This design comes from an exercise in tuning for small area and a short achievable clock period on the open sky130 flow, not from production work.
At most, simulation tests tie the RTL to the original design; equivalence was not proved.
Power and IR drop assume default switching activity.

==> flow/design.v (excerpt) <==
module mac_16bit(out_rounded,md,mr,clk,rst);
output reg [26:0] out_rounded;
input [15:0] md,mr;
input clk,rst;
reg [15:0] MD;
reg [7:0] ONE, TWO, NEG;         
reg [84:0] P;                  
reg [39:0] A;                    
reg [5:0] CB;                 
reg [8:0] k;       
reg clr;           
reg z1;            
reg r1, z2;        
wire zero = !rst | clr;
wire [16:0] mrx = {mr, 1'b0};
wire [7:0] one_n, two_n, neg_n;
genvar g;
generate for (g = 0; g < 8; g = g + 1) begin : enc
  assign one_n[g] = mrx[2*g+1] ^ mrx[2*g];
  assign two_n[g] = (mrx[2*g+2] & ~mrx[2*g+1] & ~mrx[2*g]) | (~mrx[2*g+2] & mrx[2*g+1] & mrx[2*g]);
  assign neg_n[g] = mrx[2*g+2] & ~(mrx[2*g+1] & mrx[2*g]);
end endgenerate
wire [16:0] pp0 = (({17{ONE[0]}} & {MD[15], MD}) | ({17{TWO[0]}} & {MD, 1'b0})) ^ {17{NEG[0]}};
wire ns0 = ~pp0[16];
wire [16:0] pp1 = (({17{ONE[1]}} & {MD[15], MD}) | ({17{TWO[1]}} & {MD, 1'b0})) ^ {17{NEG[1]}};
wire ns1 = ~pp1[16];
wire [16:0] pp2 = (({17{ONE[2]}} & {MD[15], MD}) | ({17{TWO[2]}} & {MD, 1'b0})) ^ {17{NEG[2]}};
wire ns2 = ~pp2[16];
wire [16:0] pp3 = (({17{ONE[3]}} & {MD[15], MD}) | ({17{TWO[3]}} & {MD, 1'b0})) ^ {17{NEG[3]}};
wire ns3 = ~pp3[16];
wire [16:0] pp4 = (({17{ONE[4]}} & {MD[15], MD}) | ({17{TWO[4]}} & {MD, 1'b0})) ^ {17{NEG[4]}};
wire ns4 = ~pp4[16];
  ...
Settings: LEC_CHECK=0, CAP_MARGIN=20, CORE_MARGIN=2, CORE_UTILIZATION=40, SETUP_SLACK_MARGIN=4.15, SLEW_MARGIN=20; clock period 6.9 ns.
run.sh (not shown) runs the stock make flow with config.mk's settings and CLKGATE_MAP_FILE= SYNTH_SCRIPT=/design/flow/synth_recipe.tcl, a recipe that flattens the netlist after the stock synthesis.
Next try:
==> flow/flow/run.sh (new file) <==
#!/bin/bash
# The standard layout (the standard.sh), except that the port buffers are
# sky130_fd_sc_hd__buf_2 cells instead of the default delay buffers.
set -euo pipefail
export BUFFER_PORTS_ARGS="-buffer_cell sky130_fd_sc_hd__buf_2"
bash standard.sh > standard.log 2>&1
==> flow/standard.sh (new file) <==
#!/bin/bash
# synth_recipe.tcl (not shown) runs the flow's synth.tcl, then flattens the netlist and writes it again
# the make line also repeats each setting of config.mk as NAME=value (left out here)
make -C /OpenROAD-flow-scripts/flow DESIGN_CONFIG=/design/flow/config.mk WORK_HOME=/design/flow/orfs CLKGATE_MAP_FILE= SYNTH_SCRIPT=/design/flow/synth_recipe.tcl "${@:-finish}"
--- a/flow/config.mk
+++ b/flow/config.mk
@@ -9,4 +9,6 @@
 export CORE_MARGIN = 2
-export CORE_UTILIZATION = 40
-export SETUP_SLACK_MARGIN = 4.15
+export CORE_UTILIZATION = 60
+export CTS_CLUSTER_DIAMETER = 100
+export CTS_CLUSTER_SIZE = 20
+export SETUP_SLACK_MARGIN = 4.3
 export SLEW_MARGIN = 20
removed: flow/run.sh
Power went down by 6.2%.
Synthesized cell count does not change.
Wire length is lower by 3.3%.
Sequential share of layout area went up by 1.9 points.
Global-route usage climbs by 7.4 points.
Cell count goes down by 7.5%.
Next try:
==> flow/run.sh (new file) <==
#!/bin/bash
# synth_recipe.tcl (not shown) runs the flow's synth.tcl, then flattens the netlist and writes it again
# the make line also repeats each setting of config.mk as NAME=value (left out here)
make -C /OpenROAD-flow-scripts/flow DESIGN_CONFIG=/design/flow/config.mk WORK_HOME=/design/flow/orfs CLKGATE_MAP_FILE= SYNTH_SCRIPT=/design/flow/synth_recipe.tcl finish
--- a/flow/config.mk
+++ b/flow/config.mk
@@ -7,8 +7,7 @@
 export LEC_CHECK = 0
+export ABC_AREA = 1
 export CAP_MARGIN = 20
 export CORE_MARGIN = 2
-export CORE_UTILIZATION = 60
-export CTS_CLUSTER_DIAMETER = 100
-export CTS_CLUSTER_SIZE = 20
-export SETUP_SLACK_MARGIN = 4.3
+export CORE_UTILIZATION = 40
+export SETUP_SLACK_MARGIN = 4.15
 export SLEW_MARGIN = 20
removed: flow/flow/run.sh
removed: flow/standard.sh
=> The changed run completed with no timing, DRC or antenna violations; wire length grows by 30%; synthesized cell count went up by 21%; non-clock buffer count climbs by 75; power climbs by 4.4%; maximum frequency is lower by 4.1%.
Next try:
==> flow/flow/run.sh (new file) <==
#!/bin/bash
# The standard layout (the standard.sh), except that the port buffers are
# sky130_fd_sc_hd__buf_2 cells instead of the default delay buffers.
set -euo pipefail
export BUFFER_PORTS_ARGS="-buffer_cell sky130_fd_sc_hd__buf_2"
bash standard.sh > standard.log 2>&1
==> flow/standard.sh (new file) <==
#!/bin/bash
# synth_recipe.tcl (not shown) runs the flow's synth.tcl, then flattens the netlist and writes it again
# the make line also repeats each setting of config.mk as NAME=value (left out here)
make -C /OpenROAD-flow-scripts/flow DESIGN_CONFIG=/design/flow/config.mk WORK_HOME=/design/flow/orfs CLKGATE_MAP_FILE= SYNTH_SCRIPT=/design/flow/synth_recipe.tcl "${@:-finish}"
--- a/flow/config.mk
+++ b/flow/config.mk
@@ -7,7 +7,8 @@
 export LEC_CHECK = 0
-export ABC_AREA = 1
 export CAP_MARGIN = 20
 export CORE_MARGIN = 2
-export CORE_UTILIZATION = 40
-export SETUP_SLACK_MARGIN = 4.15
+export CORE_UTILIZATION = 60
+export CTS_CLUSTER_DIAMETER = 100
+export CTS_CLUSTER_SIZE = 25
+export SETUP_SLACK_MARGIN = 4.2
 export SLEW_MARGIN = 20
removed: flow/run.sh
Outcome: Sequential share of layout area increases by 4.9 points; via count decreases by about a fifth; core utilization increases by 16 points; area after synthesis decreases by a few percent; first-iteration DRC count decreases by well over a third.

mac_16bit, a different RTL version from the one above (not shown whole).
Size: ~1200 cells after synthesis, roughly 210 flip-flops, roughly 61 I/O pins, about 12000 µm² of cells after synthesis.
Design mac_16bit, start of the top module:
module mac_16bit(out_rounded,md,mr,clk,rst);
output reg [26:0] out_rounded;
input [15:0] md,mr;
input clk,rst;
reg [15:0] MD;
reg [7:0] ONE, TWO, NEG;         
reg [78:0] P;                  
reg [39:0] A;                    
reg [5:0] CB;                 
reg [8:0] k;       
reg clr;           
reg z1;            
reg r1, z2;        
wire zero = !rst | clr;
wire [16:0] mrx = {mr, 1'b0};
wire [7:0] one_n, two_n, neg_n;
genvar g;
generate for (g = 0; g < 8; g = g + 1) begin : enc
  assign one_n[g] = mrx[2*g+1] ^ mrx[2*g];
  assign two_n[g] = (mrx[2*g+2] & ~mrx[2*g+1] & ~mrx[2*g]) | (~mrx[2*g+2] & mrx[2*g+1] & mrx[2*g]);
  assign neg_n[g] = mrx[2*g+2] & ~(mrx[2*g+1] & mrx[2*g]);
end endgenerate
wire [16:0] pp0 = (({17{ONE[0]}} & {MD[15], MD}) | ({17{TWO[0]}} & {MD, 1'b0})) ^ {17{NEG[0]}};
wire ns0 = ~pp0[16];
wire [16:0] pp1 = (({17{ONE[1]}} & {MD[15], MD}) | ({17{TWO[1]}} & {MD, 1'b0})) ^ {17{NEG[1]}};
wire ns1 = ~pp1[16];
wire [16:0] pp2 = (({17{ONE[2]}} & {MD[15], MD}) | ({17{TWO[2]}} & {MD, 1'b0})) ^ {17{NEG[2]}};
wire ns2 = ~pp2[16];
wire [16:0] pp3 = (({17{ONE[3]}} & {MD[15], MD}) | ({17{TWO[3]}} & {MD, 1'b0})) ^ {17{NEG[3]}};
wire ns3 = ~pp3[16];
wire [16:0] pp4 = (({17{ONE[4]}} & {MD[15], MD}) | ({17{TWO[4]}} & {MD, 1'b0})) ^ {17{NEG[4]}};
wire ns4 = ~pp4[16];
wire [16:0] pp5 = (({17{ONE[5]}} & {MD[15], MD}) | ({17{TWO[5]}} & {MD, 1'b0})) ^ {17{NEG[5]}};
wire ns5 = ~pp5[16];
wire [16:0] pp6 = (({17{ONE[6]}} & {MD[15], MD}) | ({17{TWO[6]}} & {MD, 1'b0})) ^ {17{NEG[6]}};
wire ns6 = ~pp6[16];
wire [16:0] pp7 = (({17{ONE[7]}} & {MD[15], MD}) | ({17{TWO[7]}} & {MD, 1'b0})) ^ {17{NEG[7]}};
wire ns7 = ~pp7[16];
  ...
==> flow/config.mk <==
export PLATFORM = sky130hd
export DESIGN_NAME = mac_16bit
export DESIGN_NICKNAME = mac_16bit
export VERILOG_FILES = /design/flow/design.v
export SDC_FILE = /design/flow/constraint.sdc
export NUM_CORES = 4
export LEC_CHECK = 0
export CAP_MARGIN = 20
export CORE_MARGIN = 2
export CORE_UTILIZATION = 60
export CTS_CLUSTER_DIAMETER = 100
export CTS_CLUSTER_SIZE = 20
export SETUP_SLACK_MARGIN = 4.25
export SLEW_MARGIN = 20
==> flow/constraint.sdc <==
create_clock -name core_clock -period 6.9 [get_ports {clk}]
set_input_delay 1.3800 -clock core_clock [delete_from_list [all_inputs] [get_ports {clk}]]
set_output_delay 1.3800 -clock core_clock [all_outputs]
set_load 0.01 [all_outputs]
standard.sh (not shown) runs the stock make flow with config.mk's settings and CLKGATE_MAP_FILE= SYNTH_SCRIPT=/design/flow/synth_recipe.tcl, a recipe that flattens the netlist after the stock synthesis.
==> flow/flow/run.sh <==
#!/bin/bash
# The standard layout (the standard.sh), except that the port buffers are
# sky130_fd_sc_hd__buf_2 cells instead of the default delay buffers.
set -euo pipefail
export BUFFER_PORTS_ARGS="-buffer_cell sky130_fd_sc_hd__buf_2"
bash standard.sh > standard.log 2>&1
The starting point passed the timing, DRC and antenna checks.
Edit:
--- a/flow/config.mk
+++ b/flow/config.mk
@@ -11,4 +11,4 @@
 export CTS_CLUSTER_DIAMETER = 100
 export CTS_CLUSTER_SIZE = 20
-export SETUP_SLACK_MARGIN = 4.25
+export SETUP_SLACK_MARGIN = 4.15
 export SLEW_MARGIN = 20
Cell count shrinks by 0.47%; sequential power hardly moves; total power fell by 4.1%; routed wire length decreases by 0.48%; register-to-register slack improved by 40 ps; die area does not change; synthesized cell count does not change; cell area goes down by 1.9%.
Function was not checked in any run of this note: the RTL went through the layout flow alone.

-- static timing again, ports no longer ideal --
The flow's constraints put no driver on any port. The routed layouts listed below were extracted and timed again, unchanged, in two steps.
Step 1 sets driving cells, clkbuf_16 on the clock port and buf_2 on the other inputs (assumed; they add their load-dependent delay and slew).
Step 2 moves the port delays by t, midway between the first and last clock arrival at a register: inputs arrive t later, outputs are due t later. That takes back most of the time a late clock gives input paths.
Three values: ideal, step 1, step 2; two values: the first two.
run	shift t [ns]	slack for setup (ns)	worst data-port slew with drivers (ns)	pins driven straight from the clock port
the first run of note 1	0.559	4.199 / 4.199 / 3.739	0.03	1
the second run of note 1	0.514	4.281 / 4.281 / 3.931	0.03	1
the third run of note 1	0.564	4.169 / 4.169 / 3.780	0.04	1
the fourth run of note 1	0.517	4.257 / 4.257 / 3.837	0.03	1
the first run of note 2	0.524	4.082 / 4.082 / 3.853	0.03	1
the second run of note 2	0.520	4.121 / 4.121 / 3.838	0.03	1
After both steps every run listed still meets setup and hold. The setup slack of the first run of note 1, which loses most, moves by 0.000 ns with the drivers and by -0.460 ns with both steps.
